Source: an optimization exercise on an open RTL-to-GDS flow (aim: small area and a short achievable clock period). Production flows keep margins and buffers that such runs may drop. Where RTL was checked, it was by simulation tests only, not by an equivalence proof against the original. For runs 2 and 3, only the layout was checked, not whether the RTL still works.

==> flow/design.v, too long to show whole: its modules and the start of the top module <==
// module order_book_poc: 32 lines
// module hw_feature_engine: 2045 lines
// module fpga_inference_engine: 7 lines
// module fpga_trading_core: 57 lines
module fpga_trading_core (
    input  wire        clk,
    input  wire        rst_n,
    input  wire        market_data_valid,
    input  wire [31:0] market_data_price,
    input  wire [31:0] market_data_size,
    input  wire [1:0]  market_data_type,  
    output reg         send_order,
    output wire [31:0] best_bid_price,
    output wire [31:0] best_bid_size,
    output wire [31:0] best_ask_price,
    output wire [31:0] best_ask_size,
    output wire [15:0] book_imbalance_fixed,
    output wire [7:0]  trade_intensity,
    output wire        ai_prediction
);
  // ...
==> flow/flow/run.sh <==
#!/bin/bash
# The standard layout (bash standard.sh), with these settings passed to its make:
#  - the port buffers are buf_1 cells;
#  - clock tree: clkbuf_8 cells, sink clusters of up to 16 flip-flops, no dummy loads.
# The make output goes to standard_flow.log; each tool's log is under orfs/logs/.
set -euo pipefail
MARGIN=254
bash standard.sh \
  "BUFFER_PORTS_ARGS=-buffer_cell sky130_fd_sc_hd__buf_1" \
  SETUP_SLACK_MARGIN=$MARGIN \
  "CTS_ARGS=-sink_clustering_enable -repair_clock_nets -buf_list sky130_fd_sc_hd__clkbuf_8 -sink_clustering_size 16 -sink_clustering_max_diameter 50 -dont_use_dummy_load" \
  finish > standard_flow.log 2>&1
==> flow/standard.sh <==
#!/bin/bash
# synth_recipe.tcl (not shown) runs the flow's synth.tcl, then flattens the netlist and writes it again
# the make line also repeats each setting of config.mk as NAME=value (left out here)
make -C /OpenROAD-flow-scripts/flow DESIGN_CONFIG=/design/flow/config.mk WORK_HOME=/design/flow/orfs CLKGATE_MAP_FILE= SYNTH_SCRIPT=/design/flow/synth_recipe.tcl "${@:-finish}"
==> flow/config.mk <==
export PLATFORM = sky130hd
export DESIGN_NAME = fpga_trading_core
export DESIGN_NICKNAME = fpga_trading_core
export VERILOG_FILES = /design/flow/design.v
export SDC_FILE = /design/flow/constraint.sdc
export NUM_CORES = 4
export LEC_CHECK = 0
export CAP_MARGIN = 20
export CORE_MARGIN = 2
export CORE_UTILIZATION = 40
export SLEW_MARGIN = 20
export SYNTH_HIERARCHICAL = 1
==> flow/constraint.sdc <==
create_clock -name core_clock -period 320.0 [get_ports {clk}]
set_input_delay 64.0000 -clock core_clock [delete_from_list [all_inputs] [get_ports {clk}]]
set_output_delay 64.0000 -clock core_clock [all_outputs]
set_load 0.01 [all_outputs]
==> results.json, run 1 <==
{
  "antenna_cells": 3,
  "fp.dieArea_sq_um": 82200,
  "cts_sinks": 296,
  "synth_area_sq_um": 32000,
  "place_inst": 4080,
  "timing_worst_setup_path_type": "register to output pin",
  "postLayoutSetupSlackWorst_ps": 254010,
  "largestClassByArea": "multi-input gates",
  "fillers": 7631,
  "dp_hpwl_microns": 62400,
  "cpPeakStageDelay_ps": 440,
  "io_pins": 223,
  "vias_per_cell": 4.96,
  "layout_commonest_cell": "fa_1",
  "detailed_place.area_sq_um": 34400,
  "drv_slew": 0,
  "synth_common_cells": "fa_1 (551), inv_1 (489), xnor2_1 (395)",
  "multi_input_area_share_pct": 64.9,
  "clock_latency_ps": 620,
  "stdcell_area_sq_um": 35100,
  "dr_wl_met2_microns": 36400,
  "seq_share_pct": 20.8,
  "first_iter_violations": 1012,
  "wl_per_cell_microns": 18.2,
  "cpLargestDelayFamily": "compound AO/OA/AOI/OAI gates",
  "synth.most_common_cell": "fa_1",
  "cts.path.max_buffers": 3,
  "wl_microns": 75100,
  "rsz0062_at_grt": "yes",
  "nonClkBufAreaFrac_pct": 3.64,
  "crit_arrival_ps": 1990,
  "hold_viol_final": 0,
  "multi_input_area_sq_um": 22800,
  "status": "no timing/DRC/antenna violations",
  "use_met3_pct": 2.72,
  "cp.depth": 5,
  "start_util_pct": 40.4,
  "yosys_warnings": 9,
  "syn_area_per_cell_sq_um": 11.2,
  "synthAdderAreaFrac_pct": 38.6
}
==> run 2, diff against run 1 <==
--- a/flow/design.v
+++ b/flow/design.v
@@ -35,24 +35,24 @@
     input  wire        rst_n,
     input  wire        event_valid,
     input  wire [31:0] event_size,
     input  wire [1:0]  event_type,  
     output reg  [10:0] book_imbalance,
     output reg  [7:0]  trade_intensity
 );
     reg [9:0] decay_timer;
-    wire decay = (decay_timer == 10'd999);
+    wire decay = (decay_timer == 10'b1010110010);
     wire trade = event_valid && (event_type == 2'b10);
     always @(posedge clk or negedge rst_n) begin
         if (!rst_n) begin
             decay_timer     <= 10'd0;
             trade_intensity <= 8'd0;
         end else begin
-            decay_timer <= decay ? 10'd0 : decay_timer + 10'd1;
+            decay_timer <= decay ? 10'd0 : {decay_timer[8:0], ~(decay_timer[9] ^ decay_timer[6])};
             if (decay)
                 trade_intensity <= (trade_intensity > 8'd1) ? trade_intensity - 8'd1 : 8'd0;
             else if (trade && trade_intensity != 8'hFF)
                 trade_intensity <= trade_intensity + 8'd1;
         end
     end
     reg  [31:0] pend_size;    
     reg         pend_bid;     
==> results.json, run 2 <==
{
  "status": "no timing/DRC/antenna violations",
  "clock_latency_ps": 650,
  "num-nets-final": 3771,
  "min_to": "feature_engine.decay_timer[3]",
  "ant_nets": 0,
  "netlist.area_leader.share_pct": 34.9,
  "area_growth_pct": 10.7,
  "io_pins": 223,
  "synth.most_common_cell": "fa_1",
  "crit_arrival_ps": 2010,
  "layout-drive-gt1-share_pct": 11.0,
  "synth_area_sq_um": 31600,
  "cts_tree": "done",
  "stdcell_area_sq_um": 35000,
  "yosys.area.top_type": "fa_1",
  "rsz0062_at_grt": "yes",
  "fin_skew_ps": 103,
  "fp.dieArea_sq_um": 81300,
  "postLayoutSetupSlackWorst_ps": 253990,
  "yosysSeqAreaShare_pct": 23.1,
  "reg2reg_to": "feature_engine.book_imbalance[0]",
  "yosys_warnings": 9,
  "cts_sinks": 296,
  "tightest_slew_ps": 939,
  "synth_common_cells": "fa_1 (551), inv_1 (490), xnor2_1 (390)",
  "hold_viol_final": 0,
  "placementRows": 103,
  "async_flop_share_pct": 89.2,
  "final_cell_mix": "fa_1 (551), inv_1 (490), xnor2_1 (387), dfrtp_1 (226), buf_1 (215)",
  "max-cap-violations": 0,
  "die_w_microns": 285,
  "grt.overflow.total": 0,
  "fmax_mhz": 15.1,
  "critPathLaunchType": "register",
  "drv_slew": 0,
  "setup_viol": 0,
  "cts.path.max_buffers": 3,
  "wl_microns": 77400,
  "detailed_place.area_sq_um": 34100,
  "dp_hpwl_microns": 63600,
  "drcViolationCount": 0,
  "synth.distinct_cells": 88,
  "ys_ff_latch": 296,
  "endpoint_kind": "output pin",
  "core-area_sq_um": 78600,
  "grt_usage_pct": 19.8,
  "place_ws_ps": 252350,
  "syn_area_per_cell_sq_um": 11.2,
  "root_buffer": "clkbuf_8",
  "relSlewSlack_pct": 36.7,
  "grt_max_degree": 79,
  "reg2reg_slack_ps": 257870,
  "synthFlopType": "dfrtp_1",
  "start_util_pct": 40.2,
  "h-tree-depth": 2,
  "hold_buffers": 0,
  "clk_pin_slew_worst_paths_ps": 70,
  "die-height_microns": 285,
  "min_from": "feature_engine.decay_timer[2]",
  "synth_area_leaders": "fa_1 (35%), dfrtp_1 (18%), xnor2_1 (11%), inv_1 (5.8%), mux2_2 (4.3%)",
  "synth_cells": 2816,
  "hold_depth": 0,
  "vias": 20500,
  "first_iter_violations": 885,
  "numCtsBuffers": 43,
  "antenna_found_initial": 2,
  "layout_commonest_cell": "fa_1",
  "r2r_cells": 212,
  "vias_per_cell": 4.98,
  "first_pass_iters": 5,
  "wl_per_cell_microns": 18.8,
  "r2r_start": "feature_engine.pend_book",
  "hp-class": "register to register",
  "first_global_vias": 22600,
  "place.gp.congestion": 0.857,
  "timing_worst_setup_path_type": "register to output pin",
  "timing.final.crit_share_pct": 20.6,
  "setup_tns_ps": 0,
  "period_needed_ps": 66010,
  "crit_path_max_fanout": 2,
  "port-buffer-count": 217,
  "top_regs": "feature_engine.bid_s: 48 flops, feature_engine.tot_vol: 48 flops",
  "synth_edf_count": 0,
  "grt_pass1_wl_microns": 127000,
  "cp.required_ps": 256000
}
-- run 2: how the worst max path moves through the flow --
stage	from	to	slack, ps	cells past startpoint
final	feature_engine.trade_intensity[2]	ai_prediction	253990	6
after global routing	feature_engine.book_imbalance[7]	ai_prediction	253870	5
after CTS	feature_engine.trade_intensity[2]	ai_prediction	253910	6
after detailed placement	market_data_price[1]	order_book.best_ask_size[2]	252350	8
after global placement	market_data_price[5]	order_book.best_ask_size[28]	252360	9
after floorplan	market_data_price[1]	order_book.best_ask_price[19]	253980	7
-- run 2: per-stage QoR --
stage	hold WS (ps)	utilization [%]	std cells
2_1_floorplan	429	-	2820
3_3_place_gp	361	43.4	4049
3_5_place_dp	365	43.4	4049
4_1_cts	386	44.3	4099
5_1_grt	399	44.5	4106
6_report	383	44.5	4107
-- run 2: critical path, stage by stage (launching register included) --
cell and delay, ps:
dfrtp_2 420, o211a_1 240, nor4_2 150, buf_4 250, a211oi_4 60, buf_12 150
buf_6 120
-- run 2: repair_timing --
action	in CTS	in global routing
cloned	1	2
pin swaps	2	5
resized for setup	12	8
endpoints found under the setup margin	128	73
setup buffers	6	4
-- run 2: modules after synthesis, one instance, submodules excluded --
module | area, sq um | cells | copies in the design | flip-flops and latches
hw_feature_engine | 24200 | 2222 | 1 | 167
order_book_poc | 6450 | 497 | 1 | 128
fpga_trading_core | 902 | 86 | 1 | 1
fpga_inference_engine | 88.8 | 11 | 1 | 0
-- run 2: area by class of cell --
class	count	area (sq um)
well taps	1050	1310
flip-flops and latches	296	7290
clock buffers	43	592
fillers	7578	43600
repair buffers	284	1420
diodes	2	5.00
inverters	506	1900
multi-input cells	1926	22500
-- run 2: metal layers --
layer	share of wire (%)	vias to the layer above	global-route usage, %	wire length, microns
met2	46	442	31.7	35500
li1	-	9349	-	-
met3	6.2	108	4.45	4790
met1	45	10600	27.0	34900
met4	2.9	0	5.65	2250
met5	0	-	0	0
-- run 2: logic make-up after synthesis --
family	share of synthesized area, %
other	0.0119
AOI/OAI and AO/OA	4.59
and+or+nand+nor	7.41
adders and majority gates	38.9
xor gates and xnor gates	13.9
DFF	23.1
buffers and inverters	7.50
muxes	4.59
==> run 3, diff against run 2 <==
--- a/flow/config.mk
+++ b/flow/config.mk
@@ -5,6 +5,7 @@
 export SDC_FILE = /design/flow/constraint.sdc
 export NUM_CORES = 4
 export LEC_CHECK = 0
+export ABC_AREA = 1
 export CAP_MARGIN = 20
 export CORE_MARGIN = 2
 export CORE_UTILIZATION = 40
==> results.json, run 3 <==
{
  "place.gp.congestion": 0.869,
  "setup_viol": 0,
  "stdcell_area_sq_um": 35200,
  "numCtsBuffers": 38,
  "first_iter_violations": 1144,
  "dp_hpwl_microns": 65100,
  "fin_skew_ps": 97.8,
  "grt_pass1_wl_microns": 134000,
  "tightest_slew_ps": 953,
  "ys_ff_latch": 296,
  "fillers": 7884,
  "relSlewSlack_pct": 36.5,
  "yosys_warnings": 9,
  "grt_usage_pct": 19.8,
  "critPathLaunchType": "register",
  "ant_nets": 0,
  "synth_edf_count": 0,
  "first_pass_iters": 5,
  "antenna_found_initial": 2,
  "endpoint_kind": "output pin",
  "r2r_cells": 324,
  "first_global_vias": 24300,
  "timing_worst_setup_path_type": "register to output pin",
  "setup_tns_ps": 0,
  "wl_microns": 81600,
  "fmax_mhz": 15.2,
  "top_regs": "feature_engine.bid_s: 48 flops, feature_engine.tot_vol: 48 flops",
  "cpPeakStageDelay_ps": 420,
  "max-cap-violations": 0,
  "cts_tree": "done",
  "die-height_microns": 290,
  "start_util_pct": 40.5,
  "synth_cells": 3484,
  "drcViolationCount": 0,
  "detailed_place.area_sq_um": 34400,
  "postLayoutSetupSlackWorst_ps": 254140,
  "placementRows": 104,
  "timing.final.crit_share_pct": 20.6,
  "cp.required_ps": 256000,
  "grt_max_degree": 73,
  "async_flop_share_pct": 89.2,
  "die_w_microns": 290,
  "num-nets-final": 4378,
  "area_growth_pct": 7.52,
  "final_cell_mix": "nand2_1 (665), inv_1 (630), fa_1 (551), xor2_1 (416), dfrtp_1 (230)",
  "synth_area_sq_um": 32700,
  "io_pins": 223,
  "hold_slack_ps": 383,
  "status": "no timing/DRC/antenna violations",
  "place_ws_ps": 253690,
  "grt.overflow.total": 0,
  "layout-drive-gt1-share_pct": 6.96,
  "crit_path_max_fanout": 4,
  "drv_slew": 0,
  "synth_common_cells": "nand2_1 (671), inv_1 (630), fa_1 (551)",
  "clock_latency_ps": 650,
  "wl_per_cell_microns": 17.3,
  "synthFlopType": "dfrtp_1",
  "period_needed_ps": 65860,
  "crit_path_top_delay_cell": "dfrtp_1",
  "vias": 22800,
  "netlist.area_leader.share_pct": 33.7,
  "hold_viol_final": 0,
  "h-tree-depth": 2,
  "core-area_sq_um": 80800,
  "syn_area_per_cell_sq_um": 9.39,
  "yosys.area.top_type": "fa_1",
  "port-buffer-count": 217,
  "fp.dieArea_sq_um": 84100,
  "hp-class": "register to register",
  "synth_area_leaders": "fa_1 (34%), dfrtp_1 (18%), xor2_1 (11%), nand2_1 (7.7%), inv_1 (7.2%)",
  "synth.most_common_cell": "nand2_1",
  "yosysSeqAreaShare_pct": 22.3,
  "path_cells": "inv_1 > nand2_1 > nor2_2 > nand3_1 > nand2_1 > inv_1 > nor2_2 > buf_1",
  "crit_arrival_ps": 1860,
  "hold_depth": 0,
  "cts_sinks": 296,
  "synth.distinct_cells": 61,
  "vias_per_cell": 4.83,
  "rsz0062_at_grt": "no",
  "clk_pin_slew_worst_paths_ps": 100,
  "cts.path.max_buffers": 3,
  "root_buffer": "clkbuf_8",
  "layout_commonest_cell": "nand2_1"
}
run 3: kinds of logic after synthesis:
group	count (synthesis)	synth area share, %
AOI/OAI and AO/OA	137	2.54
other	1	0.0115
xor gates and xnor gates	448	12.0
adders and majority gates	645	37.3
and+or+nand+nor	1157	15.9
DFF	296	22.3
buffers and inverters	800	10.0
run 3: cell type report:
cell class                 instances  area [sq um]  share of cell area, %
antenna                            3          7.51                 0.0213
clock buffer                      38           523                   1.49
inverter                         683          2570                   7.29
multi-input combinational       2395         22300                   63.5
sequential                       296          7290                   20.7
tap                             1060          1330                   3.77
timing repair buffer             250          1120                   3.19
run 3: timing repair:
item,CTS,global route
setup buffers,0,6
endpoints found under the setup margin,0,1
resized for setup,0,39
endpoints found under the hold margin,0,0
hold buffers,0,0
run 3: path summary, 6_finish.rpt:
check,start,slack [ps],endpoint
setup / recovery,feature_engine.book_imbalance[10],254140,ai_prediction
hold / removal,feature_engine.decay_timer[2],380,feature_engine.decay_timer[3]
setup reg to reg,feature_engine.pend_book,258250,feature_engine.book_imbalance[0]
hold reg to reg,feature_engine.decay_timer[2],380,feature_engine.decay_timer[3]
max in group asynchronous,rst_n,254470,feature_engine.tot_vol[30]
min in group asynchronous,rst_n,63360,feature_engine.tot_vol[41]
run 3: Yosys stat by module, one instance, submodules excluded:
| module | cell area [sq um] | times used | cells inside | flip-flops and latches |
|---|---|---|---|---|
| hw_feature_engine | 24600 | 1 | 2510 | 167 |
| order_book_poc | 7000 | 1 | 829 | 128 |
| fpga_inference_engine | 135 | 1 | 30 | 0 |
| fpga_trading_core | 965 | 1 | 115 | 1 |
run 3: critical path, delay by kind of cell, from the launching register on:
kind | cells | cell delay [ps]
buffers and inverters | 3 | 290
DFF | 1 | 420
and+or+nand+nor | 5 | 510
run 3: metrics by stage:
| stage | std cells | utilization [%] |
|---|---|---|
| finish | 4725 | 43.5 |
| floorplan | 3488 | - |
| global placement | 4675 | 42.6 |
| CTS | 4713 | 43.2 |
| global route | 4723 | 43.5 |
| detailed placement | 4675 | 42.6 |
run 3: metal layers:
metal | GRT usage, % | routed length, microns | up-vias | part of all wire, %
met3 | 3.39 | 3810 | 114 | 4.7
met1 | 26.7 | 36600 | 11500 | 45
li1 | - | - | 10800 | -
met2 | 32.5 | 38700 | 438 | 47
met4 | 6.43 | 2560 | 0 | 3.1
met5 | 0 | 0 | - | 0

-- static timing again, ports no longer ideal --
How much do the figures lean on ideal ports? The routed layouts below were timed once more, with nothing changed but the port constraints. Step 1 (the two cells are an assumption about what drives the block):
set clk [get_ports {clk}]
set_driving_cell -lib_cell sky130_fd_sc_hd__clkbuf_16 $clk
set_driving_cell -lib_cell sky130_fd_sc_hd__buf_2 [delete_from_list [all_inputs] $clk]
Step 2 also shifts input and output timing later by t, the mid clock arrival at the registers, as if the neighbouring blocks saw the same clock. Slacks: ideal ports / drivers / drivers and shift; pairs: ideal ports / drivers.
| run | shift t [ns] | setup slack, ns | worst slew at a driven data input, ns | pins driven straight from the clock port |
|---|---|---|---|---|
| run 1 | 0.627 | 254.006 / 253.948 / 253.485 | 0.06 | 1 |
| run 2 | 0.654 | 253.993 / 253.933 / 253.422 | 0.08 | 1 |
| run 3 | 0.667 | 254.143 / 254.080 / 253.786 | 0.08 | 1 |
After both steps every run listed still meets setup and hold. The setup slack of run 2, which loses most, moves by -0.060 ns with the drivers and by -0.571 ns with both steps.
